Source: an optimization exercise on an open RTL-to-GDS flow (aim: small area). Production flows keep margins and buffers that such runs may drop. Function not checked in this run: the RTL went through the layout flow alone. Power figures rest on the tool's default switching activity, not on a simulated workload.

==> design/flow/config.mk <==
export PLATFORM = sky130hd
export DESIGN_NAME = top_module
export DESIGN_NICKNAME = top_module
export VERILOG_FILES = /design/flow/design.v
export SDC_FILE = /design/flow/constraint.sdc
export NUM_CORES = 4
export LEC_CHECK = 0
export CAP_MARGIN = 20
export CORE_MARGIN = 2
export CORE_UTILIZATION = 40
export PLACE_DENSITY = 0.6
export SLEW_MARGIN = 20
==> design/flow/constraint.sdc <==
create_clock -name core_clock -period 90.0 [get_ports {clk}]
set_input_delay 18.0000 -clock core_clock [delete_from_list [all_inputs] [get_ports {clk}]]
set_output_delay 18.0000 -clock core_clock [all_outputs]
set_load 0.01 [all_outputs]
==> design/flow/design.v <==
`timescale 1ns / 1ps
module bcd_seg(
    input[3:0] num,
    output reg[7:0] seg_out
);
always @(num)
begin
    case(num)
        4'h0: seg_out=8'b1100_0000;
        4'h1: seg_out=8'b1111_1001;
        4'h2: seg_out=8'b1010_0100;
        4'h3: seg_out=8'b1011_0000;
        4'h4: seg_out=8'b1001_1001;
        4'h5: seg_out=8'b1001_0010;
        4'h6: seg_out=8'b1000_0010;
        4'h7: seg_out=8'b1111_1000;
        4'h8: seg_out=8'b1000_0000;
        4'h9: seg_out=8'b1001_0000;
        4'ha: seg_out=8'b1000_1000;
        4'hb: seg_out=8'b1000_0011;
        4'hc: seg_out=8'b1100_0110;
        4'hd: seg_out=8'b1010_0001;
        4'he: seg_out=8'b1000_0110;
        4'hf: seg_out=8'b1000_1110;
        default: seg_out = 8'b1111_1111;
    endcase
end
endmodule
module key_mapping(
    input[15:0] key_in,
    output[15:0] key_out
);
assign key_out[13] = ~key_in[15];  
assign key_out[12] = ~key_in[14];  
assign key_out[11] = ~key_in[13];  
assign key_out[10] = ~key_in[12];  
assign key_out[14] = ~key_in[11];   
assign key_out[9] = ~key_in[10];
assign key_out[6] = ~key_in[9];
assign key_out[3] = ~key_in[8];
assign key_out[0] = ~key_in[7];
assign key_out[8] = ~key_in[6];
assign key_out[5] = ~key_in[5];
assign key_out[2] = ~key_in[4];
assign key_out[15] = ~key_in[3];  
assign key_out[7] = ~key_in[2];
assign key_out[4] = ~key_in[1];
assign key_out[1] = ~key_in[0];
endmodule
`timescale 1ns / 1ps
module button_jitter #(
    parameter DEBOUNCE = 16
)(
    input clk,
    input rst,
    input but_in,
    output but_out
);
reg [1:0] record;
wire change_detect;
reg [16:0] cnt;
reg out;
always @(posedge clk)
    if(rst)
        record <= 2'b00;
    else
        record <= {record[0],but_in};
assign change_detect = record[0] ^ record[1];
always @(posedge clk)
    if(rst)
        cnt <= 0;
    else if(change_detect==1)
        cnt <= 0;
    else
        cnt <= cnt + 1;
always @(posedge clk)
    if(rst)
        out <= 1'b0;
    else if(cnt == DEBOUNCE) begin
        out <= record[0];
    end
assign but_out = out;
endmodule
`timescale 1ns / 1ps
module button_edge(
    input clk,
    input rst,
    input but_in,
    output but_press,
    output but_edge
);
button_jitter jitter(clk, rst, but_in, but_press);
reg [1:0] record;
always @(posedge clk)
    if(rst)
        record <= 2'b00;
    else
        record <= {record[0], but_press};
assign but_edge = record[0] & ~record[1];
endmodule
`timescale 1ns / 1ps
module edge_gen(
    input clk,
    input rst,
    input in,
    output out_edge
);
reg [1:0] record;
always @(posedge clk)
    if(rst)
        record <= 2'b00;
    else
        record <= {record[0], in};
assign out_edge = record[0] & ~record[1];
endmodule
module clk_div(
    input clk,
    input rst,
    input en,
    output reg clock,
    output rise
);
parameter period = 1000;
reg[19:0] cnt;
assign rise = !rst && en && cnt == ((period >> 1) - 1) && !clock;
always @(posedge clk) begin
    if(rst) begin
        cnt <= 0;
        clock <= 0;
    end else if(en) begin
        if(cnt == ((period >> 1) - 1)) begin
            clock <= ~clock;
            cnt <= 0;
        end else begin
            cnt <= cnt + 1;
        end
    end
end
endmodule
`timescale 1ns / 1ps
module counter #(
    parameter MS = 16
)(
    input clk,
    input rst,
    input[15:0] period,
    output clk_counter
);
reg[16:0] count;
reg[15:0] ms;
assign clk_counter = ms == period ? 1'b1 : 1'b0;
always @(posedge clk)
begin
    if (rst)
        count <= 17'b0;
    else if (count == MS - 1)
        count <= 17'b0;
    else
        count <= count + 1;
end
always @(posedge clk)
begin
    if (rst)
        ms <= 16'b0;
    else if (ms == period)
        ms <= 16'b0;
    else if (count == (MS >> 1) - 1)
        ms <= ms + 1;
end
endmodule
module key_scanner(
    input clk, rst,
    input [3:0] row,
    output reg [3:0] col,
    output [15:0] keys
);
parameter NO_SCAN = 4'd0;
parameter SCANING = 4'd1;
parameter UPDATE_DATA = 4'd2;
reg [3:0] state;
reg[15:0] data;
reg[15:0] data_out;
reg[2:0] waitbit;  
key_mapping key_mapping_inst(data_out, keys);
always @(posedge clk) begin
    if (rst) begin
        col <= 4'b1111;
        state <= NO_SCAN;
        data <= 16'hFFFF;
        data_out <= 16'hFFFF;
        waitbit <= 0;
    end
    else begin
        case (state)
            NO_SCAN: begin
                state <= SCANING;
                col <= 4'b0111;
            end
            SCANING: begin
                case(col)
                    4'b0111: begin
                        if(waitbit == 7) begin
                            data[15:12] <= row;
                            col <= 4'b1011;
                            waitbit <= 0;
                        end
                        else waitbit <= waitbit + 1;
                    end
                    4'b1011: begin
                        if(waitbit == 7) begin
                            data[11:8] <= row;
                            col <= 4'b1101;
                            waitbit <= 0;
                        end
                        else waitbit <= waitbit + 1;
                    end
                    4'b1101: begin
                        if(waitbit == 7) begin
                            data[7:4] <= row;
                            col <= 4'b1110;
                            waitbit <= 0;
                        end
                        else waitbit <= waitbit + 1;
                    end
                    4'b1110: begin
                        if(waitbit == 7) begin
                            data[3:0] <= row;
                            col <= 4'b1111;
                            waitbit <= 0;
                            state <= UPDATE_DATA;
                        end
                        else waitbit <= waitbit + 1;
                    end
                endcase
            end
            UPDATE_DATA: begin
                if(waitbit == 7) begin
                    state <= NO_SCAN;
                    data_out <= data;
                    waitbit <= 0;
                end
                else waitbit <= waitbit + 1;
            end
        endcase
    end
end
endmodule
module input_process(
    input clk, rst,
    input[23:0] sw,
    input[4:0] bt,
    input[3:0] row,
    output[3:0] col,
    output[23:0] sw_press,
    output[23:0] sw_edge,
    output[4:0] bt_press,
    output[4:0] bt_edge,
    output[15:0] key_press,
    output[15:0] key_edge
);
button_edge sw_0(clk, rst, sw[0], sw_press[0], sw_edge[0]);
button_edge sw_1(clk, rst, sw[1], sw_press[1], sw_edge[1]);
button_edge sw_2(clk, rst, sw[2], sw_press[2], sw_edge[2]);
button_edge sw_3(clk, rst, sw[3], sw_press[3], sw_edge[3]);
button_edge sw_4(clk, rst, sw[4], sw_press[4], sw_edge[4]);
button_edge sw_5(clk, rst, sw[5], sw_press[5], sw_edge[5]);
button_edge sw_6(clk, rst, sw[6], sw_press[6], sw_edge[6]);
button_edge sw_7(clk, rst, sw[7], sw_press[7], sw_edge[7]);
button_edge sw_8(clk, rst, sw[8], sw_press[8], sw_edge[8]);
button_edge sw_9(clk, rst, sw[9], sw_press[9], sw_edge[9]);
button_edge sw_10(clk, rst, sw[10], sw_press[10], sw_edge[10]);
button_edge sw_11(clk, rst, sw[11], sw_press[11], sw_edge[11]);
button_edge sw_12(clk, rst, sw[12], sw_press[12], sw_edge[12]);
button_edge sw_13(clk, rst, sw[13], sw_press[13], sw_edge[13]);
button_edge sw_14(clk, rst, sw[14], sw_press[14], sw_edge[14]);
button_edge sw_15(clk, rst, sw[15], sw_press[15], sw_edge[15]);
button_edge sw_16(clk, rst, sw[16], sw_press[16], sw_edge[16]);
button_edge sw_17(clk, rst, sw[17], sw_press[17], sw_edge[17]);
button_edge sw_18(clk, rst, sw[18], sw_press[18], sw_edge[18]);
button_edge sw_19(clk, rst, sw[19], sw_press[19], sw_edge[19]);
button_edge sw_20(clk, rst, sw[20], sw_press[20], sw_edge[20]);
button_edge sw_21(clk, rst, sw[21], sw_press[21], sw_edge[21]);
button_edge sw_22(clk, rst, sw[22], sw_press[22], sw_edge[22]);
button_edge sw_23(clk, rst, sw[23], sw_press[23], sw_edge[23]);
button_edge bt_0(clk, rst, bt[0], bt_press[0], bt_edge[0]);
button_edge bt_1(clk, rst, bt[1], bt_press[1], bt_edge[1]);
button_edge bt_2(clk, rst, bt[2], bt_press[2], bt_edge[2]);
button_edge bt_3(clk, rst, bt[3], bt_press[3], bt_edge[3]);
button_edge bt_4(clk, rst, bt[4], bt_press[4], bt_edge[4]);
wire[15:0] key;
key_scanner key_scanner_0(clk, rst, row, col, key);
button_edge key_0(clk, rst, key[0], key_press[0], key_edge[0]);
button_edge key_1(clk, rst, key[1], key_press[1], key_edge[1]);
button_edge key_2(clk, rst, key[2], key_press[2], key_edge[2]);
button_edge key_3(clk, rst, key[3], key_press[3], key_edge[3]);
button_edge key_4(clk, rst, key[4], key_press[4], key_edge[4]);
button_edge key_5(clk, rst, key[5], key_press[5], key_edge[5]);
button_edge key_6(clk, rst, key[6], key_press[6], key_edge[6]);
button_edge key_7(clk, rst, key[7], key_press[7], key_edge[7]);
button_edge key_8(clk, rst, key[8], key_press[8], key_edge[8]);
button_edge key_9(clk, rst, key[9], key_press[9], key_edge[9]);
button_edge key_10(clk, rst, key[10], key_press[10], key_edge[10]);
button_edge key_11(clk, rst, key[11], key_press[11], key_edge[11]);
button_edge key_12(clk, rst, key[12], key_press[12], key_edge[12]);
button_edge key_13(clk, rst, key[13], key_press[13], key_edge[13]);
button_edge key_14(clk, rst, key[14], key_press[14], key_edge[14]);
button_edge key_15(clk, rst, key[15], key_press[15], key_edge[15]);
endmodule
`timescale 1ns / 1ps
module seg_tube(
    input clk,
    input rst,
    input[7:0] i0, i1, i2, i3, i4, i5, i6, i7,
    output reg[7:0] seg, seg_en
);
wire tick;
counter c_inst(clk, rst, 16'd2, tick);
reg[7:0] visiable;
always @(posedge clk)
begin
    if(rst) begin
        visiable <= 8'b00000000;
        seg_en <= 8'b11111111;
        seg <= 8'b11111111;
    end
    else if(tick) begin
        if(visiable != 8'b00000000) begin
            visiable <= visiable >> 1;
        end
        else begin
            visiable <= 8'b10000000;
        end
        seg_en <= ~visiable;
        case(visiable)
            8'b10000000: seg <= i0;
            8'b01000000: seg <= i1;
            8'b00100000: seg <= i2;
            8'b00010000: seg <= i3;
            8'b00001000: seg <= i4;
            8'b00000100: seg <= i5;
            8'b00000010: seg <= i6;
            8'b00000001: seg <= i7;
            8'b00000000: seg <= 8'b11111111;
            default: ;
        endcase
    end
end
endmodule
module buzzer_player #(
    parameter MS = 16
)(
    input clk,
    input rst,
    input[11:0] hz_next,
    output reg buzzer
);
reg[31:0] cnt;
reg[11:0] hz;
reg[31:0] reach;
reg reach_edge;
always @(posedge clk) begin
    if(rst) begin
        cnt <= 0;
        hz <= 0;
        reach <= MS;
        reach_edge <= 0;
        buzzer <= 0;
    end
    else begin
        if(cnt == (reach >> 1) - 1) begin
            cnt <= 0;
            reach_edge <= 1;
            if(hz != 0) begin
                buzzer <= ~buzzer;
            end
        end
        else begin
            cnt <= cnt + 1;
        end
        if(reach_edge) begin
            reach_edge <= 0;
            hz <= hz_next;
            if(hz_next == 0) begin
                reach <= MS;
            end else begin
                reach <= (MS * 1000) / hz_next;
            end
        end
    end
end
endmodule
module alert_player #(
    parameter MS = 16
)(
    input clk, rst, set,
    output buzzer
);
parameter hz = 12'd440;
parameter length = 12'd400;
wire ms_clk, ms_edge;
wire ms_rise;
clk_div #(MS) ms_clk_inst(clk, rst, 1'b1, ms_clk, ms_rise);
edge_gen ms_edge_gen_inst(clk, rst, ms_clk, ms_edge);
reg[11:0] cnt;
reg[11:0] play_hz;
reg playing;
buzzer_player player_inst(clk, rst, play_hz, buzzer);
always @(posedge clk) begin
    if(rst) begin
        cnt <= 0;
        play_hz <= 0;
        playing <= 0;
    end
    else if(set) begin
        cnt <= 0;
        play_hz <= hz;
        playing <= 1;
    end
    else if(playing && ms_edge) begin
        if(cnt == length) begin
            cnt <= 0;
            play_hz <= 0;
            playing <= 0;
        end else begin
            cnt <= cnt + 1;
        end
    end
end
endmodule
module music_player #(
    parameter MS = 16
)(
    input clk,
    input rst,
    output[23:0] led,
    output buzzer
);
parameter _4C  = 12'd262;
parameter _4CP = 12'd277;
parameter _4D  = 12'd294;
parameter _4DP = 12'd311;
parameter _4E  = 12'd330;
parameter _4F  = 12'd349;
parameter _4FP = 12'd370;
parameter _4G  = 12'd392;
parameter _4GP = 12'd415;
parameter _4A  = 12'd440;
parameter _4AP = 12'd466;
parameter _4B  = 12'd494;
parameter _5C  = 12'd523;
parameter _5CP = 12'd554;
parameter _5D  = 12'd587;
parameter _5DP = 12'd622;
parameter _5E  = 12'd659;
parameter _5F  = 12'd698;
parameter _5FP = 12'd740;
parameter _5G  = 12'd784;
parameter _5GP = 12'd831;
parameter _5A  = 12'd880;
parameter _5AP = 12'd932;
parameter _5B  = 12'd988;
parameter NO_VOICE = 12'd0;
parameter slice = 200;
parameter sect_count = 8'd17;
wire ms_clk;
wire ms_rise;
clk_div #(MS) ms_clk_inst(clk, rst, 1'b1, ms_clk, ms_rise);
reg[11:0] cnt;
wire ms_edge;
edge_gen ms_edge_inst(clk, rst, ms_clk, ms_edge);
reg play_end;
reg[11:0] slices;
assign led[11:0] = slices;
assign led[23:12] = 12'b0;
always @(posedge clk) begin
    if(rst) begin
        cnt <= 0;
        slices <= 0;
        play_end <= 0;
    end
    else begin
        if(play_end == 0) begin
            if(ms_edge) begin
                if(cnt == slice) begin
                    cnt <= 0;
                    if(slices == {sect_count, 4'b0000}) begin
                        play_end <= 1;
                    end
                    else begin
                        slices <= slices + 1;
                    end
                end
                else begin
                    cnt <= cnt + 1;
                end
            end
        end
    end
end
reg[11:0] hz;
reg[11:0] next_hz;
buzzer_player player(clk, rst, hz, buzzer);
always @(*) begin
    if(rst == 0 && play_end == 0) begin
        case(slices)
            12'h010: next_hz = _4D;
            12'h012: next_hz = _4A;
            12'h013: next_hz = _4G;
            12'h014: next_hz = _4A;
            12'h016: next_hz = _5C;
            12'h018: next_hz = _5D;
            12'h01C: next_hz = NO_VOICE;
            12'h020: next_hz = _4D;
            12'h022: next_hz = _4A;
            12'h023: next_hz = _4G;
            12'h024: next_hz = _4A;
            12'h026: next_hz = _5C;
            12'h028: next_hz = _5D;
            12'h02C: next_hz = NO_VOICE;
            12'h030: next_hz = _4D;
            12'h032: next_hz = _4A;
            12'h033: next_hz = _4G;
            12'h034: next_hz = _4A;
            12'h036: next_hz = _5C;
            12'h038: next_hz = _5D;
            12'h03C: next_hz = _4A;
            12'h03E: next_hz = _5E;
            12'h040: next_hz = _5F;
            12'h042: next_hz = _4A;
            12'h044: next_hz = _5E;
            12'h046: next_hz = _4G;
            12'h048: next_hz = _5D;
            12'h04C: next_hz = NO_VOICE;
            12'h050: next_hz = _4D;
            12'h052: next_hz = _4A;
            12'h053: next_hz = _4G;
            12'h054: next_hz = _4A;
            12'h056: next_hz = _5C;
            12'h058: next_hz = _5D;
            12'h05C: next_hz = NO_VOICE;
            12'h060: next_hz = _4D;
            12'h062: next_hz = _4A;
            12'h063: next_hz = _4G;
            12'h064: next_hz = _4A;
            12'h066: next_hz = _5C;
            12'h068: next_hz = _5D;
            12'h06C: next_hz = NO_VOICE;
            12'h070: next_hz = _4D;
            12'h072: next_hz = _4A;
            12'h073: next_hz = _4G;
            12'h074: next_hz = _4A;
            12'h076: next_hz = _5C;
            12'h078: next_hz = _5D;
            12'h080: next_hz = NO_VOICE;
            12'h08C: next_hz = _4D;
            12'h08E: next_hz = _4F;
            12'h090: next_hz = _4G;
            12'h094: next_hz = _4A;
            12'h098: next_hz = _4D;
            12'h09B: next_hz = NO_VOICE;
            12'h09C: next_hz = _4D;
            12'h09E: next_hz = _4F;
            12'h0A0: next_hz = _4G;
            12'h0A4: next_hz = _4A;
            12'h0A8: next_hz = _4D;
            12'h0AB: next_hz = NO_VOICE;
            12'h0AC: next_hz = _4D;
            12'h0AE: next_hz = _4F;
            12'h0B0: next_hz = _4G;
            12'h0B4: next_hz = _4A;
            12'h0B8: next_hz = _5C;
            12'h0BA: next_hz = _4A;
            12'h0BC: next_hz = _4G;
            12'h0BE: next_hz = _4A;
            12'h0C0: next_hz = _4G;
            12'h0C2: next_hz = _4A;
            12'h0C4: next_hz = _4G;
            12'h0C6: next_hz = _4A;
            12'h0C8: next_hz = _4D;
            12'h0CB: next_hz = NO_VOICE;
            12'h0CC: next_hz = _4D;
            12'h0CE: next_hz = _4F;
            12'h0D0: next_hz = _4G;
            12'h0D4: next_hz = _4A;
            12'h0D8: next_hz = _4D;
            12'h0DB: next_hz = NO_VOICE;
            12'h0DC: next_hz = _4D;
            12'h0DE: next_hz = _4F;
            12'h0E0: next_hz = _4G;
            12'h0E4: next_hz = _4A;
            12'h0E8: next_hz = _4E;
            12'h0EC: next_hz = _4F;
            12'h0EE: next_hz = _4C;
            12'h0F0: next_hz = _4D;
            12'h0F8: next_hz = NO_VOICE;
            default: next_hz = hz;
        endcase
    end else begin
        next_hz = NO_VOICE;
    end
end
always @(posedge clk) begin
    if(rst) begin
        hz <= 12'b0;
    end else begin
        hz <= next_hz;
    end
end
endmodule
module setting_control(
    input clk,
    input rst,
    input[23:0] sw_press,
    input[23:0] sw_edge,
    input[4:0] bt_press,
    input[4:0] bt_edge,
    input[15:0] key_press,
    input[15:0] key_edge,
    input[2:0] view,
    output reg[2:0] player_count,
    output reg[3:0] question_count,
    output reg[6:0] answer_time,
    output reg[6:0] win_score,
    output reg[3:0] success_score,
    output reg[3:0] fail_score,
    output reg[2:0] state
);
wire up_press, down_press, left_press, right_press;
assign up_press = bt_edge[2];
assign down_press = bt_edge[4];
assign left_press = bt_edge[1];
assign right_press = bt_edge[0];
reg[2:0] last_state;
wire state_change = last_state != state;
reg[3:0] cursor;
always @(posedge clk) begin
    if(rst) begin
        state <= 0;
        last_state <= 0;
    end else begin
        if(view == 0) begin
            last_state <= state;
            if (left_press) begin
                if(state == 0)
                    state <= 6;
                else
                    state <= state - 1;
            end
            else if (right_press) begin
                if(state == 6)
                    state <= 0;
                else
                    state <= state + 1;
            end
        end
    end
end
always @(posedge clk) begin
    if(rst) begin
        player_count <= 2;
        question_count <= 5;
        answer_time <= 10;
        win_score <= 3;
        success_score <= 1;
        fail_score <= 1;
        cursor <= 1;
    end
    else begin
        if(view == 0) begin
            if(state_change)
                cursor <= 1;
            case(state)
                1: begin
                    if(up_press && player_count < 4) player_count <= player_count + 1;
                    else if(down_press && player_count > 2) player_count <= player_count - 1;
                    else begin
                        case(key_edge[4:2])
                            3'b100 : player_count <= 4;
                            3'b010 : player_count <= 3;
                            3'b001 : player_count <= 2;
                        endcase
                    end
                end
                2: begin
                    if(up_press && question_count < 9) question_count <= question_count + 1;
                    else if(down_press && question_count > 1) question_count <= question_count - 1;
                    else begin
                        case(key_edge[9:1])
                            9'b100_000_000 : question_count <= 9;
                            9'b010_000_000 : question_count <= 8;
                            9'b001_000_000 : question_count <= 7;
                            9'b000_100_000 : question_count <= 6;
                            9'b000_010_000 : question_count <= 5;
                            9'b000_001_000 : question_count <= 4;
                            9'b000_000_100 : question_count <= 3;
                            9'b000_000_010 : question_count <= 2;
                            9'b000_000_001 : question_count <= 1;
                        endcase
                    end
                end
                3: begin
                    if(up_press && answer_time < 99) answer_time <= answer_time + 1;
                    else if(down_press && answer_time > 1) answer_time <= answer_time - 1;
                    else begin
                        if(cursor == 1) begin
                            case(key_edge[9:0])
                                10'b100_000_000_0 : answer_time <= 90 + answer_time % 10;
                                10'b010_000_000_0 : answer_time <= 80 + answer_time % 10;
                                10'b001_000_000_0 : answer_time <= 70 + answer_time % 10;
                                10'b000_100_000_0 : answer_time <= 60 + answer_time % 10;
                                10'b000_010_000_0 : answer_time <= 50 + answer_time % 10;
                                10'b000_001_000_0 : answer_time <= 40 + answer_time % 10;
                                10'b000_000_100_0 : answer_time <= 30 + answer_time % 10;
                                10'b000_000_010_0 : answer_time <= 20 + answer_time % 10;
                                10'b000_000_001_0 : answer_time <= 10 + answer_time % 10;
                                10'b000_000_000_1 : answer_time <= 0 + answer_time % 10;
                            endcase
                            if(|key_edge[9:0]) cursor <= 0;
                        end
                        if(cursor == 0) begin
                            case(key_edge[9:0])
                                10'b100_000_000_0 : answer_time <= 9 + (answer_time / 10) * 10;
                                10'b010_000_000_0 : answer_time <= 8 + (answer_time / 10) * 10;
                                10'b001_000_000_0 : answer_time <= 7 + (answer_time / 10) * 10;
                                10'b000_100_000_0 : answer_time <= 6 + (answer_time / 10) * 10;
                                10'b000_010_000_0 : answer_time <= 5 + (answer_time / 10) * 10;
                                10'b000_001_000_0 : answer_time <= 4 + (answer_time / 10) * 10;
                                10'b000_000_100_0 : answer_time <= 3 + (answer_time / 10) * 10;
                                10'b000_000_010_0 : answer_time <= 2 + (answer_time / 10) * 10;
                                10'b000_000_001_0 : answer_time <= 1 + (answer_time / 10) * 10;
                                10'b000_000_000_1 : answer_time <= 0 + (answer_time / 10) * 10;
                            endcase
                            if(|key_edge[9:0]) cursor <= 1;
                        end
                    end
                end
                4: begin
                    if(up_press && win_score < 99) win_score <= win_score + 1;
                    else if(down_press && win_score > 1) win_score <= win_score - 1;
                    else begin
                        if(cursor == 1) begin
                            case(key_edge[9:0])
                                10'b100_000_000_0 : win_score <= 90 + win_score % 10;
                                10'b010_000_000_0 : win_score <= 80 + win_score % 10;
                                10'b001_000_000_0 : win_score <= 70 + win_score % 10;
                                10'b000_100_000_0 : win_score <= 60 + win_score % 10;
                                10'b000_010_000_0 : win_score <= 50 + win_score % 10;
                                10'b000_001_000_0 : win_score <= 40 + win_score % 10;
                                10'b000_000_100_0 : win_score <= 30 + win_score % 10;
                                10'b000_000_010_0 : win_score <= 20 + win_score % 10;
                                10'b000_000_001_0 : win_score <= 10 + win_score % 10;
                                10'b000_000_000_1 : win_score <= 0 + win_score % 10;
                            endcase
                            if(|key_edge[9:0]) cursor <= 0;
                        end
                        if(cursor == 0) begin
                            case(key_edge[9:0])
                                10'b100_000_000_0 : win_score <= 9 + (win_score / 10) * 10;
                                10'b010_000_000_0 : win_score <= 8 + (win_score / 10) * 10;
                                10'b001_000_000_0 : win_score <= 7 + (win_score / 10) * 10;
                                10'b000_100_000_0 : win_score <= 6 + (win_score / 10) * 10;
                                10'b000_010_000_0 : win_score <= 5 + (win_score / 10) * 10;
                                10'b000_001_000_0 : win_score <= 4 + (win_score / 10) * 10;
                                10'b000_000_100_0 : win_score <= 3 + (win_score / 10) * 10;
                                10'b000_000_010_0 : win_score <= 2 + (win_score / 10) * 10;
                                10'b000_000_001_0 : win_score <= 1 + (win_score / 10) * 10;
                                10'b000_000_000_1 : win_score <= 0 + (win_score / 10) * 10;
                            endcase
                            if(|key_edge[9:0]) cursor <= 1;
                        end
                    end
                end
                5: begin
                    if(up_press && success_score < 9) success_score <= success_score + 1;
                    else if(down_press && success_score > 1) success_score <= success_score - 1;
                    else begin
                        case(key_edge[9:1])
                            9'b100_000_000 : success_score <= 9;
                            9'b010_000_000 : success_score <= 8;
                            9'b001_000_000 : success_score <= 7;
                            9'b000_100_000 : success_score <= 6;
                            9'b000_010_000 : success_score <= 5;
                            9'b000_001_000 : success_score <= 4;
                            9'b000_000_100 : success_score <= 3;
                            9'b000_000_010 : success_score <= 2;
                            9'b000_000_001 : success_score <= 1;
                        endcase
                    end
                end
                6: begin
                    if(up_press && fail_score < 9) fail_score <= fail_score + 1;
                    else if(down_press && fail_score > 1) fail_score <= fail_score - 1;
                    else begin
                        case(key_edge[9:1])
                            9'b100_000_000 : fail_score <= 9;
                            9'b010_000_000 : fail_score <= 8;
                            9'b001_000_000 : fail_score <= 7;
                            9'b000_100_000 : fail_score <= 6;
                            9'b000_010_000 : fail_score <= 5;
                            9'b000_001_000 : fail_score <= 4;
                            9'b000_000_100 : fail_score <= 3;
                            9'b000_000_010 : fail_score <= 2;
                            9'b000_000_001 : fail_score <= 1;
                        endcase
                    end
                end
            endcase
        end
    end
end
endmodule
module setting_view(
    input clk,
    input rst,
    input [2:0] view,
    input [2:0] state,
    input [2:0] player_count,
    input [3:0] question_count,
    input [6:0] answer_time,
    input [6:0] win_socre,
    input [3:0] success_score,
    input [3:0] fail_score,
    output[7:0] seg_out,
    output[7:0] seg_en,
    output[23:0] led,
    output buzzer
);
reg[7:0] i0, i1, i2, i3, i4, i5, i6, i7;
seg_tube seg_inst(clk, rst, i0, i1, i2, i3, i4, i5, i6, i7, seg_out, seg_en);
reg[3:0] bcd0_i;
wire[7:0] bcd0_o;
bcd_seg bcd_0(bcd0_i, bcd0_o);
reg[3:0] bcd1_i;
wire[7:0] bcd1_o;
bcd_seg bcd_1(bcd1_i, bcd1_o);
reg[3:0] bcd6_i;
wire[7:0] bcd6_o;
bcd_seg bcd_6(bcd6_i, bcd6_o);
reg[3:0] bcd7_i;
wire[7:0] bcd7_o;
bcd_seg bcd_7(bcd7_i, bcd7_o);
parameter NOSHOW = 8'b11111111;
assign led = 24'b0;
assign buzzer = 1'b0;
always @(*) begin
    {i0, i1, i2, i3, i4, i5, i6, i7} = {8{NOSHOW}};
    {bcd0_i, bcd1_i, bcd6_i, bcd7_i} = 16'b0;
    if(view == 0) begin
        bcd0_i = 5;
        i0 = bcd0_o;
        bcd1_i = state;
        i1 = bcd1_o;
        i2 = NOSHOW;
        i3 = NOSHOW;
        i4 = NOSHOW;
        i5 = NOSHOW;
        case(state)
            0: begin
                i6 = NOSHOW;
                i7 = NOSHOW;
            end
            1: begin
                i6 = NOSHOW;
                bcd7_i = player_count;
                i7 = bcd7_o;
            end
            2: begin
                i6 = NOSHOW;
                bcd7_i = question_count;
                i7 = bcd7_o;
            end
            3: begin
                bcd6_i = answer_time / 10;
                i6 = bcd6_o;
                bcd7_i = answer_time % 10;
                i7 = bcd7_o;
            end
            4: begin
                bcd6_i = win_socre / 10;
                i6 = bcd6_o;
                bcd7_i = win_socre % 10;
                i7 = bcd7_o;
            end
            5: begin
                i6 = NOSHOW;
                bcd7_i = success_score;
                i7 = bcd7_o;
            end
            6: begin
                i6 = NOSHOW;
                bcd7_i = fail_score;
                i7 = bcd7_o;
            end
            default: begin
                bcd6_i = 0;
                bcd7_i = 0;
                i6 = NOSHOW;
                i7 = NOSHOW;
            end
        endcase
    end else begin
        i0 = NOSHOW;
        i1 = NOSHOW;
        i2 = NOSHOW;
        i3 = NOSHOW;
        i4 = NOSHOW;
        i5 = NOSHOW;
        i6 = NOSHOW;
        i7 = NOSHOW;
    end
end
endmodule
module competition_control #(
    parameter MS = 16
)(
    input clk,
    input rst,
    input[23:0] sw_press,
    input[23:0] sw_edge,
    input[4:0] bt_press,
    input[4:0] bt_edge,
    input[15:0] key_press,
    input[15:0] key_edge,
    input[2:0] view,
    input [2:0] player_count,
    input [3:0] question_count,
    input [6:0] answer_time,
    input [6:0] win_socre,
    input [3:0] success_score,
    input [3:0] fail_score,
    output reg[3:0]  play_count,
    output reg[2:0]  state,
    output reg[17:0] time_remain,
    output reg[6:0]  player1_score,
    output reg[6:0]  player2_score,
    output reg[6:0]  player3_score,
    output reg[6:0]  player4_score,
    output reg[17:0] player1_list,
    output reg[17:0] player2_list,
    output reg[17:0] player3_list,
    output reg[17:0] player4_list,
    output reg[2:0]  select_player,
    output reg[2:0]  winner
);
wire ms_clk;
reg clock_end;
wire ms_rise;
clk_div #(MS) ms_clk_inst(clk, rst, 1'b1, ms_clk, ms_rise);
always @(posedge clk) begin
    if(rst || view == 0) begin
        play_count <= 0;
        state <= 0;
        player1_score <= 0;
        player2_score <= 0;
        player3_score <= 0;
        player4_score <= 0;
        player1_list <= 0;
        player2_list <= 0;
        player3_list <= 0;
        player4_list <= 0;
        winner <= 0;
        select_player <= 0;
    end
    else begin
        if(view == 1) begin
            case(state)
                0: begin
                    if(key_edge[14]) begin
                        if(play_count == question_count) begin
                            if(player1_score >= player2_score && player1_score >= player3_score && player1_score >= player4_score)
                                winner = 1;
                            else if(player2_score >= player1_score && player2_score >= player3_score && player2_score >= player4_score)
                                winner = 2;
                            else if(player3_score >= player1_score && player3_score >= player2_score && player3_score >= player4_score)
                                winner = 3;
                            else if(player4_score >= player1_score && player4_score >= player2_score && player4_score >= player3_score)
                                winner = 4;
                        end else if(player1_score >= win_socre) begin
                            winner = 1;
                        end else if(player2_score >= win_socre) begin
                            winner = 2;
                        end else if(player3_score >= win_socre) begin
                            winner = 3;
                        end else if(player4_score >= win_socre) begin
                            winner = 4;
                        end else begin
                            play_count <= play_count + 1;
                            state <= 1;
                            select_player <= 0;
                        end
                    end
                end
                1: begin
                    if(clock_end) begin
                        select_player <= 0;
                        state <= 2;
                    end
                    case(key_edge[4:1])
                        4'b1000: begin
                            if(player_count >= 4) begin
                                select_player <= 4;
                                state <= 2;
                            end
                        end
                        4'b0100: begin
                            if(player_count >= 3) begin
                                select_player <= 3;
                                state <= 2;
                            end
                        end
                        4'b0010: begin
                            select_player <= 2;
                            state <= 2;
                        end
                        4'b0001: begin
                            select_player <= 1;
                            state <= 2;
                        end
                    endcase
                end
                2: begin
                    case({key_edge[10], key_edge[11], key_edge[0]})
                        3'b100: begin  
                            case(select_player)
                                1: begin
                                    player1_list <= player1_list | (18'd1 << (play_count - 1) * 2);
                                    player1_score <= player1_score + success_score;
                                end
                                2: begin
                                    player2_list <= player2_list | (18'd1 << (play_count - 1) * 2);
                                    player2_score <= player2_score + success_score;
                                end
                                3: begin
                                    player3_list <= player3_list | (18'd1 << (play_count - 1) * 2);
                                    player3_score <= player3_score + success_score;
                                end
                                4: begin
                                    player4_list <= player4_list | (18'd1 << (play_count - 1) * 2);
                                    player4_score <= player4_score + success_score;
                                end
                            endcase
                        end
                        3'b010: begin  
                            case(select_player)
                                1: begin
                                    player1_list <= player1_list | (18'd2 << (play_count - 1) * 2);
                                    if(player1_score - fail_score > player1_score)
                                        player1_score <= 0;
                                    else
                                        player1_score <= player1_score - fail_score;
                                end
                                2: begin
                                    player2_list <= player2_list | (18'd2 << (play_count - 1) * 2);
                                    if(player2_score - fail_score > player2_score)
                                        player2_score <= 0;
                                    else
                                        player2_score <= player2_score - fail_score;
                                end
                                3: begin
                                    player3_list <= player3_list | (18'd2 << (play_count - 1) * 2);
                                    if(player3_score - fail_score > player3_score)
                                        player3_score <= 0;
                                    else
                                        player3_score <= player3_score - fail_score;
                                end
                                4: begin
                                    player4_list <= player4_list | (18'd2 << (play_count - 1) * 2);
                                    if(player4_score - fail_score > player4_score)
                                        player4_score <= 0;
                                    else
                                        player4_score <= player4_score - fail_score;
                                end
                            endcase
                        end
                        3'b001: begin  
                            case(select_player)
                                1: begin
                                    player1_list <= player1_list | (18'd3 << (play_count - 1) * 2);
                                end
                                2: begin
                                    player2_list <= player2_list | (18'd3 << (play_count - 1) * 2);
                                end
                                3: begin
                                    player3_list <= player3_list | (18'd3 << (play_count - 1) * 2);
                                end
                                4: begin
                                    player4_list <= player4_list | (18'd3 << (play_count - 1) * 2);
                                end
                            endcase
                        end
                    endcase
                    if(key_edge[10] + key_edge[11] + key_edge[0] == 1) begin
                        state <= 0;
                    end
                end
            endcase
        end
    end
end
always @(posedge clk) begin
    if(rst) begin
        time_remain <= 0;
        clock_end <= 0;
    end
    else if(ms_rise) begin
    if(view != 1 || state != 1) begin
        time_remain <= 0;
        clock_end <= 0;
    end
    else if(state == 1) begin
        case(time_remain)
            0 : begin
                time_remain <= answer_time * 1000;
                clock_end <= 0;
            end
            10 : clock_end <= 1;
            default : time_remain <= time_remain - 1;
        endcase
    end
    end
end
endmodule
module competition_view(
    input clk,
    input rst,
    input [2:0] view,
    input[3:0]  play_count,
    input[2:0]  state,
    input[17:0] time_remain,
    input[6:0]  player1_score,
    input[6:0]  player2_score,
    input[6:0]  player3_score,
    input[6:0]  player4_score,
    input[17:0] player1_list,
    input[17:0] player2_list,
    input[17:0] player3_list,
    input[17:0] player4_list,
    input[2:0]  select_player,
    input[2:0]  winner,
    output[7:0] seg_out,
    output[7:0] seg_en,
    output[23:0] led,
    output buzzer
);
reg[2:0] last_state;
reg set_player;
alert_player alert_player_inst(clk, rst, set_player, buzzer);
always @(posedge clk) begin
    if(rst) begin
        set_player <= 0;
        last_state <= 0;
    end else begin
    if(set_player == 1) begin
        set_player <= 0;
    end
    if(view == 1) begin
        if((last_state == 0 && state == 1) || (last_state == 1 && state == 2)) begin
            set_player <= 1;
        end
        last_state <= state;
    end
    end
end
reg[7:0] i0, i1, i2, i3, i4, i5, i6, i7;
seg_tube seg_inst(clk, rst, i0, i1, i2, i3, i4, i5, i6, i7, seg_out, seg_en);
reg[3:0] bcd1_i;
wire[7:0] bcd1_o;
bcd_seg bcd_1(bcd1_i, bcd1_o);
reg[3:0] bcd2_i;
wire[7:0] bcd2_o;
bcd_seg bcd_2(bcd2_i, bcd2_o);
reg[3:0] bcd4_i;
wire[7:0] bcd4_o;
bcd_seg bcd_4(bcd4_i, bcd4_o);
reg[3:0] bcd5_i;
wire[7:0] bcd5_o;
bcd_seg bcd_5(bcd5_i, bcd5_o);
reg[3:0] bcd6_i;
wire[7:0] bcd6_o;
bcd_seg bcd_6(bcd6_i, bcd6_o);
reg[3:0] bcd7_i;
wire[7:0] bcd7_o;
bcd_seg bcd_7(bcd7_i, bcd7_o);
parameter NOSHOW = 8'b11111111;
assign led = 24'b0;
always @(*) begin
    {i0, i1, i2, i3, i4, i5, i6, i7} = {8{NOSHOW}};
    {bcd1_i, bcd2_i, bcd4_i, bcd5_i, bcd6_i, bcd7_i} = 24'b0;
    if(view == 1) begin
        i0 = 8'b11000110;
        bcd1_i = play_count;
        i1 = bcd1_o;
        bcd2_i = state + 10;
        i2 = bcd2_o;
        i3 = NOSHOW;
        case(state)
            0: begin
                i5 = NOSHOW;
                if(play_count == 0) begin
                    i4 = NOSHOW;
                    i6 = NOSHOW;
                    i7 = NOSHOW;
                end
                else begin
                    case(select_player)
                        0: begin
                            bcd4_i = 0;
                            i4 = bcd4_o;
                            i6 = NOSHOW;
                            i7 = NOSHOW;
                        end
                        1: begin
                            bcd4_i = 1;
                            i4 = bcd4_o;
                            bcd6_i = player1_score / 10;
                            i6 = bcd6_o;
                            bcd7_i = player1_score % 10;
                            i7 = bcd7_o;
                        end
                        2: begin
                            bcd4_i = 2;
                            i4 = bcd4_o;
                            bcd6_i = player2_score / 10;
                            i6 = bcd6_o;
                            bcd7_i = player2_score % 10;
                            i7 = bcd7_o;
                        end
                        3: begin
                            bcd4_i = 3;
                            i4 = bcd4_o;
                            bcd6_i = player3_score / 10;
                            i6 = bcd6_o;
                            bcd7_i = player3_score % 10;
                            i7 = bcd7_o;
                        end
                        4: begin
                            bcd4_i = 4;
                            i4 = bcd4_o;
                            bcd6_i = player4_score / 10;
                            i6 = bcd6_o;
                            bcd7_i = player4_score % 10;
                            i7 = bcd7_o;
                        end
                    endcase
                end
            end
            1: begin
                i4 = NOSHOW;
                i5 = NOSHOW;
                bcd6_i = (time_remain / 1000) / 10;
                i6 = bcd6_o;
                bcd7_i = (time_remain / 1000) % 10;
                i7 = bcd7_o;
            end
            2: begin
                bcd4_i = select_player;
                i4 = bcd4_o;
                i5 = NOSHOW;
                i6 = NOSHOW;
                i7 = NOSHOW;
            end
        endcase
    end
end
endmodule
module win_view #(
    parameter MS = 16
)(
    input clk,
    input rst,
    input [2:0] view,
    input[2:0] player_count,
    input[6:0] player1_score,
    input[6:0] player2_score,
    input[6:0] player3_score,
    input[6:0] player4_score,
    input[2:0] winner,
    output[7:0] seg_out,
    output[7:0] seg_en,
    output[23:0] led,
    output buzzer
);
reg music_rst;
music_player music_player_inst(clk, music_rst, led, buzzer);
always @(posedge clk) begin
    if(rst || view != 2) begin
        music_rst <= 1;
    end
    else begin
        music_rst <= 0;
    end
end
parameter WIN_STATE = 7;
reg[2:0] state;
reg[2:0] pos;
reg[4:0] ms100_pass;
reg[6:0] show_score;
wire ms_clk, ms_rise;
clk_div #(MS) ms_clk_inst(clk, rst, 1'b1, ms_clk, ms_rise);
wire ms100_clk, ms100_rise;
clk_div #(100) ms100_clk_inst(clk, rst, ms_rise, ms100_clk, ms100_rise);
wire ms100_edge;
edge_gen ms100_edge_inst(clk, rst, ms100_clk, ms100_edge);
always @(posedge clk) begin
    if(rst || view != 2) begin
        state <= 0;
        pos <= 0;
        ms100_pass <= 0;
        show_score <= 0;
    end
    else begin
        if(state == 0) begin
            state <= 1;
            show_score <= player1_score;
            pos <= 0;
        end else if(state == player_count && pos == 5) begin
            state <= WIN_STATE;
            pos <= 0;
            case(winner)
                1: show_score <= player1_score;
                2: show_score <= player2_score;
                3: show_score <= player3_score;
                4: show_score <= player4_score;
            endcase
        end else if(pos == 5) begin
            case(state)
                1: show_score <= player2_score;
                2: show_score <= player3_score;
                3: show_score <= player4_score;
            endcase
            state <= state + 1;
            pos <= 0;
        end
        if(state >= 1 && state <= player_count) begin
            if(ms100_pass == 10) begin
                pos <= pos + 1;
                ms100_pass <= 0;
            end else if(ms100_edge) begin
                ms100_pass <= ms100_pass + 1;
            end
        end
    end
end
reg[7:0] i0, i1, i2, i3, i4, i5, i6, i7;
seg_tube seg_inst(clk, rst, i0, i1, i2, i3, i4, i5, i6, i7, seg_out, seg_en);
reg[3:0] bcd4_i;
wire[7:0] bcd4_o;
bcd_seg bcd_4(bcd4_i, bcd4_o);
reg[3:0] bcd6_i;
wire[7:0] bcd6_o;
bcd_seg bcd_6(bcd6_i, bcd6_o);
reg[3:0] bcd7_i;
wire[7:0] bcd7_o;
bcd_seg bcd_7(bcd7_i, bcd7_o);
parameter NOSHOW = 8'b11111111;
always @(*) begin
    {i0, i1, i2, i3, i4, i5, i6, i7} = {8{NOSHOW}};
    {bcd4_i, bcd6_i, bcd7_i} = 12'b0;
    if(view == 2) begin
        if(state == 0) begin
            {i0, i1, i2, i3, i4, i5, i6, i7} = {8{NOSHOW}};
        end
        else if(state >= 1 && state <= player_count) begin
            bcd4_i = state;
            bcd6_i = show_score / 10;
            bcd7_i = show_score % 10;
            case(pos)
                0: begin
                    {i1, i4, i5, i6, i7} = {5{NOSHOW}};
                    {i0, i2, i3} = {bcd4_o, bcd6_o, bcd7_o};
                end
                1: begin
                    {i0, i2, i5, i6, i7} = {5{NOSHOW}};
                    {i1, i3, i4} = {bcd4_o, bcd6_o, bcd7_o};
                end
                2: begin
                    {i0, i1, i3, i6, i7} = {5{NOSHOW}};
                    {i2, i4, i5} = {bcd4_o, bcd6_o, bcd7_o};
                end
                3: begin
                    {i0, i1, i2, i4, i7} = {5{NOSHOW}};
                    {i3, i5, i6} = {bcd4_o, bcd6_o, bcd7_o};
                end
                4: begin
                    {i0, i1, i2, i3, i5} = {5{NOSHOW}};
                    {i4, i6, i7} = {bcd4_o, bcd6_o, bcd7_o};
                end
            endcase
        end
        else begin
            {i0, i1, i2, i3, i5} = {5{NOSHOW}};
            bcd4_i = winner;
            i4 = bcd4_o;
            bcd6_i = show_score / 10;
            i6 = bcd6_o;
            bcd7_i = show_score % 10;
            i7 = bcd7_o;
        end
    end
end
endmodule
module inspect_player_view(
    input clk,
    input rst,
    input [2:0] view,
    input[4:0] bt_edge,
    input[2:0] player_count,
    input[6:0] player1_score,
    input[6:0] player2_score,
    input[6:0] player3_score,
    input[6:0] player4_score,
    output[7:0] seg_out,
    output[7:0] seg_en,
    output[23:0] led,
    output buzzer
);
wire left_press, right_press;
assign left_press = bt_edge[1];
assign right_press = bt_edge[0];
reg[2:0] state;
always @(posedge clk) begin
    if(rst || view != 3) begin
        state <= 0;
    end
    else begin
        if(state == 0) begin
            state <= 1;
        end
        if(left_press) begin
            if(state == 1)
                state <= player_count;
            else
                state <= state - 1;
        end
        else if(right_press) begin
            if(state == player_count)
                state <= 1;
            else
                state <= state + 1;
        end
    end
end
reg[3:0] bcd4_i;
wire[7:0] bcd4_o;
bcd_seg bcd_4(bcd4_i, bcd4_o);
reg[7:0] i0, i1, i2, i3, i4, i5, i6, i7;
seg_tube ipv_seg_inst(clk, rst, i0, i1, i2, i3, i4, i5, i6, i7, seg_out, seg_en);
reg[3:0] bcd6_i;
wire[7:0] bcd6_o;
bcd_seg bcd_6(bcd6_i, bcd6_o);
reg[3:0] bcd7_i;
wire[7:0] bcd7_o;
bcd_seg bcd_7(bcd7_i, bcd7_o);
parameter NOSHOW = 8'b11111111;
assign led = 24'b0;
assign buzzer = 1'b0;
always @(*) begin
    {i0, i1, i2, i3, i4, i5, i6, i7} = {8{NOSHOW}};
    {bcd4_i, bcd6_i, bcd7_i} = 12'b0;
    if(view == 3) begin
        i0 = 8'b1111_1001;
        i1 = 8'b1000_1100;
        {i2, i3, i5} = {3{NOSHOW}};
        {i4, i6, i7} = {bcd4_o, bcd6_o, bcd7_o};
        bcd4_i = state;
        case(state)
            1: begin
                bcd6_i = player1_score / 10;
                bcd7_i = player1_score % 10;
            end
            2: begin
                bcd6_i = player2_score / 10;
                bcd7_i = player2_score % 10;
            end
            3: begin
                bcd6_i = player3_score / 10;
                bcd7_i = player3_score % 10;
            end
            4: begin
                bcd6_i = player4_score / 10;
                bcd7_i = player4_score % 10;
            end
        endcase
    end
end
endmodule
module inspect_question_view(
    input clk,
    input rst,
    input [2:0] view,
    input[4:0] bt_edge,
    input[3:0]  play_count,
    input[17:0] player1_list,
    input[17:0] player2_list,
    input[17:0] player3_list,
    input[17:0] player4_list,
    output[7:0] seg_out,
    output[7:0] seg_en,
    output[23:0] led,
    output buzzer
);
wire left_press, right_press;
assign left_press = bt_edge[1];
assign right_press = bt_edge[0];
reg[3:0] state;
always @(posedge clk) begin
    if(rst || view != 4) begin
        state <= 0;
    end
    else begin
        if(state == 0) begin
            state <= 1;
        end
        if(left_press) begin
            if(state == 1)
                state <= play_count;
            else
                state <= state - 1;
        end
        else if(right_press) begin
            if(state == play_count)
                state <= 1;
            else
                state <= state + 1;
        end
    end
end
reg[7:0] i0, i1, i2, i3, i4, i5, i6, i7;
seg_tube ipv_seg_inst(clk, rst, i0, i1, i2, i3, i4, i5, i6, i7, seg_out, seg_en);
reg[3:0] bcd2_i;
wire[7:0] bcd2_o;
bcd_seg bcd_2(bcd2_i, bcd2_o);
reg[3:0] bcd7_i;
wire[7:0] bcd7_o;
bcd_seg bcd_7(bcd7_i, bcd7_o);
parameter NOSHOW = 8'b11111111;
reg[1:0] p1, p2, p3, p4;
assign led = 24'b0;
assign buzzer = 1'b0;
always @(*) begin
    {p1, p2, p3, p4} = 8'b0;
    case(state)
        1: begin
            p1 = player1_list[1:0];
            p2 = player2_list[1:0];
            p3 = player3_list[1:0];
            p4 = player4_list[1:0];
        end
        2: begin
            p1 = player1_list[3:2];
            p2 = player2_list[3:2];
            p3 = player3_list[3:2];
            p4 = player4_list[3:2];
        end
        3: begin
            p1 = player1_list[5:4];
            p2 = player2_list[5:4];
            p3 = player3_list[5:4];
            p4 = player4_list[5:4];
        end
        4: begin
            p1 = player1_list[7:6];
            p2 = player2_list[7:6];
            p3 = player3_list[7:6];
            p4 = player4_list[7:6];
        end
        5: begin
            p1 = player1_list[9:8];
            p2 = player2_list[9:8];
            p3 = player3_list[9:8];
            p4 = player4_list[9:8];
        end
        6: begin
            p1 = player1_list[11:10];
            p2 = player2_list[11:10];
            p3 = player3_list[11:10];
            p4 = player4_list[11:10];
        end
        7: begin
            p1 = player1_list[13:12];
            p2 = player2_list[13:12];
            p3 = player3_list[13:12];
            p4 = player4_list[13:12];
        end
        8: begin
            p1 = player1_list[15:14];
            p2 = player2_list[15:14];
            p3 = player3_list[15:14];
            p4 = player4_list[15:14];
        end
        9: begin
            p1 = player1_list[17:16];
            p2 = player2_list[17:16];
            p3 = player3_list[17:16];
            p4 = player4_list[17:16];
        end
    endcase
end
always @(*) begin
    {i0, i1, i2, i3, i4, i5, i6, i7} = {8{NOSHOW}};
    {bcd2_i, bcd7_i} = 8'b0;
    if(view == 4) begin
        i0 = 8'b1111_1001;
        i1 = 8'b1001_1000;
        bcd2_i = state;
        i2 = bcd2_o;
        i3 = NOSHOW;
        {i4, i5, i6, i7} = {4{NOSHOW}};
        if(p1 != 0) begin
            case(p1)
                2'b01: bcd7_i = 10;
                2'b10: bcd7_i = 11;
                2'b11: bcd7_i = 0;
            endcase
            i7 = bcd7_o;
            {i4, i5, i6} = {3{NOSHOW}};
        end else if(p2 != 0) begin
            case(p2)
                2'b01: bcd7_i = 10;
                2'b10: bcd7_i = 11;
                2'b11: bcd7_i = 0;
            endcase
            i6 = bcd7_o;
            {i4, i5, i7} = {3{NOSHOW}};
        end else if(p3 != 0) begin
            case(p3)
                2'b01: bcd7_i = 10;
                2'b10: bcd7_i = 11;
                2'b11: bcd7_i = 0;
            endcase
            i5 = bcd7_o;
            {i4, i6, i7} = {3{NOSHOW}};
        end else if(p4 != 0) begin
            case(p4)
                2'b01: bcd7_i = 10;
                2'b10: bcd7_i = 11;
                2'b11: bcd7_i = 0;
            endcase
            i4 = bcd7_o;
            {i5, i6, i7} = {3{NOSHOW}};
        end
    end
end
endmodule
module top_module(
    input clk,
    input rst,
    input[23:0] sw,
    input[4:0] bt,
    input[3:0] row,
    output[3:0] col,
    output reg[7:0] seg_out,
    output reg[7:0] seg_en,
    output reg[23:0] led,
    output reg buzzer
);
wire[23:0] sw_press;
wire[23:0] sw_edge;
wire[4:0] bt_press;
wire[4:0] bt_edge;
wire[15:0] key_press;
wire[15:0] key_edge;
input_process input_process_inst(
    clk, rst,
    sw,
    bt,
    row,
    col,
    sw_press,
    sw_edge,
    bt_press,
    bt_edge,
    key_press,
    key_edge
);
reg[2:0] view;
wire[2:0] o_view;
assign o_view = view;
wire[2:0] player_count;
wire[3:0] question_count;
wire[6:0] answer_time;
wire[6:0] win_socre;
wire[3:0] success_score;
wire[3:0] fail_score;
wire[2:0] sc_state;
setting_control sc_inst(
    clk, rst,
    sw_press,
    sw_edge,
    bt_press,
    bt_edge,
    key_press,
    key_edge,
    o_view,
    player_count,
    question_count,
    answer_time,
    win_socre,
    success_score,
    fail_score,
    sc_state
);
wire[7:0] sv_seg_out;
wire[7:0] sv_seg_en;
wire[23:0] sv_led;
wire sv_buzzer;
setting_view sv_inst(
    clk, rst,
    o_view,
    sc_state,
    player_count,
    question_count,
    answer_time,
    win_socre,
    success_score,
    fail_score,
    sv_seg_out,
    sv_seg_en,
    sv_led,
    sv_buzzer
);
wire comprtition_rst;
wire[3:0] play_count;
wire[2:0]  cc_state;
wire[17:0] time_remain;
wire[6:0]  player1_score;
wire[6:0]  player2_score;
wire[6:0]  player3_score;
wire[6:0]  player4_score;
wire[17:0] player1_list;
wire[17:0] player2_list;
wire[17:0] player3_list;
wire[17:0] player4_list;
wire[2:0] select_player;
wire[2:0] winner;
competition_control cc_inst(
    clk, comprtition_rst,
    sw_press,
    sw_edge,
    bt_press,
    bt_edge,
    key_press,
    key_edge,
    o_view,
    player_count,
    question_count,
    answer_time,
    win_socre,
    success_score,
    fail_score,
    play_count,
    cc_state,
    time_remain,
    player1_score,
    player2_score,
    player3_score,
    player4_score,
    player1_list,
    player2_list,
    player3_list,
    player4_list,
    select_player,
    winner
);
wire[7:0] cv_seg_out;
wire[7:0] cv_seg_en;
wire[23:0] cv_led;
wire cv_buzzer;
competition_view cv_inst(
    clk, rst,
    o_view,
    play_count,
    cc_state,
    time_remain,
    player1_score,
    player2_score,
    player3_score,
    player4_score,
    player1_list,
    player2_list,
    player3_list,
    player4_list,
    select_player,
    winner,
    cv_seg_out,
    cv_seg_en,
    cv_led,
    cv_buzzer
);
wire[7:0] wv_seg_out;
wire[7:0] wv_seg_en;
wire[23:0] wv_led;
wire wv_buzzer;
win_view win_inst(
    clk, rst,
    o_view,
    player_count,
    player1_score,
    player2_score,
    player3_score,
    player4_score,
    winner,
    wv_seg_out,
    wv_seg_en,
    wv_led,
    wv_buzzer
);
wire[7:0] ipv_seg_out;
wire[7:0] ipv_seg_en;
wire[23:0] ipv_led;
wire ipv_buzzer;
inspect_player_view ipv_inst(
    clk, rst,
    o_view,
    bt_edge,
    player_count,
    player1_score,
    player2_score,
    player3_score,
    player4_score,
    ipv_seg_out,
    ipv_seg_en,
    ipv_led,
    ipv_buzzer
);
wire[7:0] iqv_seg_out;
wire[7:0] iqv_seg_en;
wire[23:0] iqv_led;
wire iqv_buzzer;
inspect_question_view iqv_inst(
    clk, rst,
    o_view,
    bt_edge,
    play_count,
    player1_list,
    player2_list,
    player3_list,
    player4_list,
    iqv_seg_out,
    iqv_seg_en,
    iqv_led,
    iqv_buzzer
);
always @(*) begin
    case(view)
        0: begin
            seg_out = sv_seg_out;
            seg_en = sv_seg_en;
            led = sv_led;
            buzzer = sv_buzzer;
        end
        1: begin
            seg_out = cv_seg_out;
            seg_en = cv_seg_en;
            led = cv_led;
            buzzer = cv_buzzer;
        end
        2: begin
            seg_out = wv_seg_out;
            seg_en = wv_seg_en;
            led = wv_led;
            buzzer = wv_buzzer;
        end
        3: begin
            seg_out = ipv_seg_out;
            seg_en = ipv_seg_en;
            led = ipv_led;
            buzzer = ipv_buzzer;
        end
        4: begin
            seg_out = iqv_seg_out;
            seg_en = iqv_seg_en;
            led = iqv_led;
            buzzer = iqv_buzzer;
        end
        default: begin
            seg_out = 8'b11111111;
            seg_en = 8'b11111111;
            led = 24'b0;
            buzzer = 1'b0;
        end
    endcase
end
assign comprtition_rst = rst || view == 0;
always @(posedge clk) begin
    if(rst || (view == 1 && key_edge[15]) || (view == 2 && key_edge[15])) begin
        view <= 0;
    end else if((view == 0 && key_edge[15]) || (view == 3 && key_edge[12]) || (view == 4 && key_edge[13])) begin
        view <= 1;
    end else if(view == 1 && winner != 0) begin
        view <= 2;
    end else if(view == 1 && key_edge[12]) begin
        view <= 3;
    end else if(view == 1 && key_edge[13]) begin
        view <= 4;
    end
end
endmodule
==> design/flow/run.sh <==
#!/bin/bash
# synth_recipe.tcl (not shown) runs the flow's synth.tcl, then flattens the netlist and writes it again
# the make line also repeats each setting of config.mk as NAME=value (left out here)
make -C /OpenROAD-flow-scripts/flow DESIGN_CONFIG=/design/flow/config.mk WORK_HOME=/design/flow/orfs CLKGATE_MAP_FILE= SYNTH_SCRIPT=/design/flow/synth_recipe.tcl finish
==> impl_metrics.yaml <==
logic_synthesis:
  async_flop_share_pct: 0
  yosys.area.top_type: "dfxtp_1"
  synth.area.top_cells: "dfxtp_1, ha_1, nor2_1"
  synthesis.area_sq_um: 96060
  ys.flop_type: "dfxtp_1"
  ys_ff_latch: 1234
  synth_top_area_share_pct: 25.72
  ys_types: 143
  synth-edff-count: 0
  syn_inst: 12649
  yosysSeqAreaShare_pct: 25.72
  synth_area_per_cell_sq_um: 7.594
  ys_warn_count: 20
floorplanning:
  io_pins: 80
  rows: 179
  core_area_sq_um: 238300
  fp.dieW_microns: 494.1
  die_area_sq_um: 244100
  start_util_pct: 40.31
  die_y_microns: 494.1
clock_tree:
  cts_max_level: 4
  tritoncts: "yes"
  root_buffer: "clkbuf_16"
  clock_path_buffers: 3
  cts_buffers: 137
  clk_pin_slew_ns: 0.06
  clock_latency_ns: 0.80
  cts_sinks: 1234
sta:
  worst_pin_slew_ns: 1.084
  finalCritPeriodShare_pct: 91.00
  finalSetupTns_ns: 0
  period_needed_ns: 81.90
  worst_clock_skew_ns: 0.04262
  setup_viol: 0
  hold_viol: 0
  drv_slew: 0
  relSlewSlack_pct: 27.58
  max_freq_mhz: 12.21
critical_path:
  slowest_stage: "or4_1"
  worstPathRequired_ns: 90.66
  cpMostUsedCell: "o21ai_0"
  crit_path_start_kind: "register"
  max_stage_delay_ns: 0.71
  cp.arrival_ns: 82.56
  crit_path_max_fanout: 23
  crit_path_end_kind: "register"
  worst-setup-path-type: "register to register"
power_and_ir_drop:
  power_density_nw_per_um2: 11.14
  ir_drop_v: 0.00001224
  power.leakage_uw: 0.03973
  p_total_uw: 1161
cells_and_area:
  drive_above_1_share_pct: 5.514
  final_area_sq_um: 104300
  nets: 13204
  syn_to_final_growth_pct: 8.557
min_path:
  hold_class: "register to register"
global_routing:
  grt_pass1_vias: 82013
  grt_first_pass_wirelength_mm: 427.2
  grtUsageTotal_pct: 20.58
  grt_overflow: 0
  antenna_found_initial: 4
  grt_max_degree: 141
detailed_routing:
  totalWireLength_mm: 259.7
  ant_nets: 0
  drtPass1Iterations: 8
  via_count: 88684
  vias_per_cell: 5.642
  wl_per_cell_microns: 16.52
  drt_iter0_drc: 6751
  drcViolationCount: 0
run_status:
  outcome: "no timing/DRC/antenna violations"
run:
  drv_cap: 0
placement:
  hpwl_mm: 190.8
  io_buffers: 41
  globalplace.congestion: 0.9230
  placed_area_sq_um: 99360
==> flip-flops by register name, indices dropped and copies added (netlist names), 18 cells and up <==
register / flops
cv_inst.alert_player_inst.player_inst.cnt: 32
win_inst.music_player_inst.player.cnt: 32
win_inst.music_player_inst.player.reach: 30
cc_inst.ms_clk_inst.cnt: 20
cv_inst.alert_player_inst.ms_clk_inst.cnt: 20
win_inst.ms100_clk_inst.cnt: 20
win_inst.ms_clk_inst.cnt: 20
win_inst.music_player_inst.ms_clk_inst.cnt: 20
cc_inst.player1_list: 18
cc_inst.player2_list: 18
cc_inst.player3_list: 18
cc_inst.player4_list: 18
cc_inst.time_remain: 18
==> what timing repair did <==
action	in CTS	in global routing
resized for setup	0	36
setup endpoints to repair	0	3
buffers inserted	0	9
hold buffers	0	0
==> kinds of logic (layout without fill, tap and decap cells) <==
logic type | after synthesis | after routing | synth area share [%]
AO/OA/AOI/OAI | 3223 | 3223 | 22.06
XOR/XNOR | 997 | 997 | 9.106
adder cells (fa/ha/maj) | 740 | 740 | 9.868
buffers and inverters | 1026 | 916 | 4.164
flip-flops | 1234 | 1234 | 25.72
multiplexers | 223 | 223 | 2.493
other | 2 | 14 | 0.007818
AND/OR/NAND/NOR | 5204 | 5204 | 26.58
==> worst max-delay path, delay by kind of cell, from the launching register on <==
family                     cells  cell delay (ns)
and+or+nand+nor              133            26.66
buffers and inverters         12             1.83
DFF                            1             0.40
AOI/OAI and AO/OA            199            40.77
adders and majority gates     29             9.16
muxes                          8             2.80
==> power by group <==
part           switching (uW)  total [uW]  internal (uW)
logic                    13.2        20.1           6.87
registers                4.03         554            550
clock network             246         587            341
total                     263        1160            898
==> routing by layer <==
metal | global-route usage [%] | vias up | wire length (microns)
li1 | - | 45096 | -
met1 | 29.77 | 41278 | 129000
met2 | 32.17 | 1980 | 112000
met3 | 2.462 | 328 | 12610
met4 | 5.190 | 2 | 6123
met5 | 0 | - | 8
==> path summary, 6_finish.rpt <==
check,startpoint,end,depth (start not counted),slack [ns]
worst max-delay path,win_inst.music_player_inst.hz[9]$_SDFFE_PP0P_,win_inst.music_player_inst.player.reach[1]$_SDFFE_PP0P_,381,8.10
worst min-delay path,input_process_inst.key_scanner_0.data_out[11]$_SDFFE_PP1P_,input_process_inst.key_14.jitter.record[0]$_SDFF_PP0_,1,0.42
worst max register to register,win_inst.music_player_inst.hz[9]$_SDFFE_PP0P_,win_inst.music_player_inst.player.reach[1]$_SDFFE_PP0P_,381,8.10
worst min register to register,input_process_inst.key_scanner_0.data_out[11]$_SDFFE_PP1P_,input_process_inst.key_14.jitter.record[0]$_SDFF_PP0_,1,0.42
==> stage by stage <==
step	worst slack, ns	hold slack (ns)	cells	utilization [%]
final	8.104	0.4164	15718	43.76
after global routing	-0.09645	0.4295	15717	43.76
after CTS	2.827	0.4195	15708	43.67
after detailed placement	3.252	0.4102	15459	41.69
after global placement	3.767	0.4032	15459	41.69
after floorplan	12.57	0.3938	12660	-
==> layout by cell type, fill, tap and decap left out, types with 227 or more instances in the layout <==
cell type  instances
xnor2_1          461
xor2_1           534
nor2b_1          247
o21ai_0          679
dfxtp_1         1232
and3_1           237
inv_1            478
nor3_1           317
nand2b_1         227
nand3_1          488
nand2_1          957
ha_1             696
a21oi_1          920
nor2_1          1727
==> cell type report <==
type                       instances  area, sq um
antenna                            1        2.502
sequential                      1234        24710
fill                           24370       134000
multi-input combinational      10400        67600
inverter                         491         1843
clock inverter                    55        785.8
clock buffer                     194         3934
tap                             3167         3963
timing repair buffer             176         1441
==> cell usage after synthesis (all sizes together) (250+ instances only) <==
master,instances
nand3,492
o21ai,725
nor2b,250
xor2,534
clkbuf,435
a21oi,928
nor3,333
nor2,1735
dfxtp,1234
nand2,964
ha,696
xnor2,463
inv,485

[separate check: timing with driven ports]
The results above use ideal ports. As a check the final layout listed here was re-extracted and re-timed, cells and wires unchanged. Step 1 sets driving cells, clkbuf_16 on the clock port and buf_2 on the other inputs (assumed; they add their load-dependent delay and slew). Step 2 also shifts input and output timing later by t, the mid clock arrival at the registers, as if the neighbouring blocks saw the same clock. Three values: no drivers, after step 1, after step 2; two values: the first two.
t (ns): 0.857
setup slack, ns: 8.104 / 8.104 / 8.104
worst slew at a driven data input, ns: 0.09
After both steps this run still meets setup and hold. For this run, drivers alone change the setup slack by 0.000 ns; drivers and shift together by 0.000 ns.
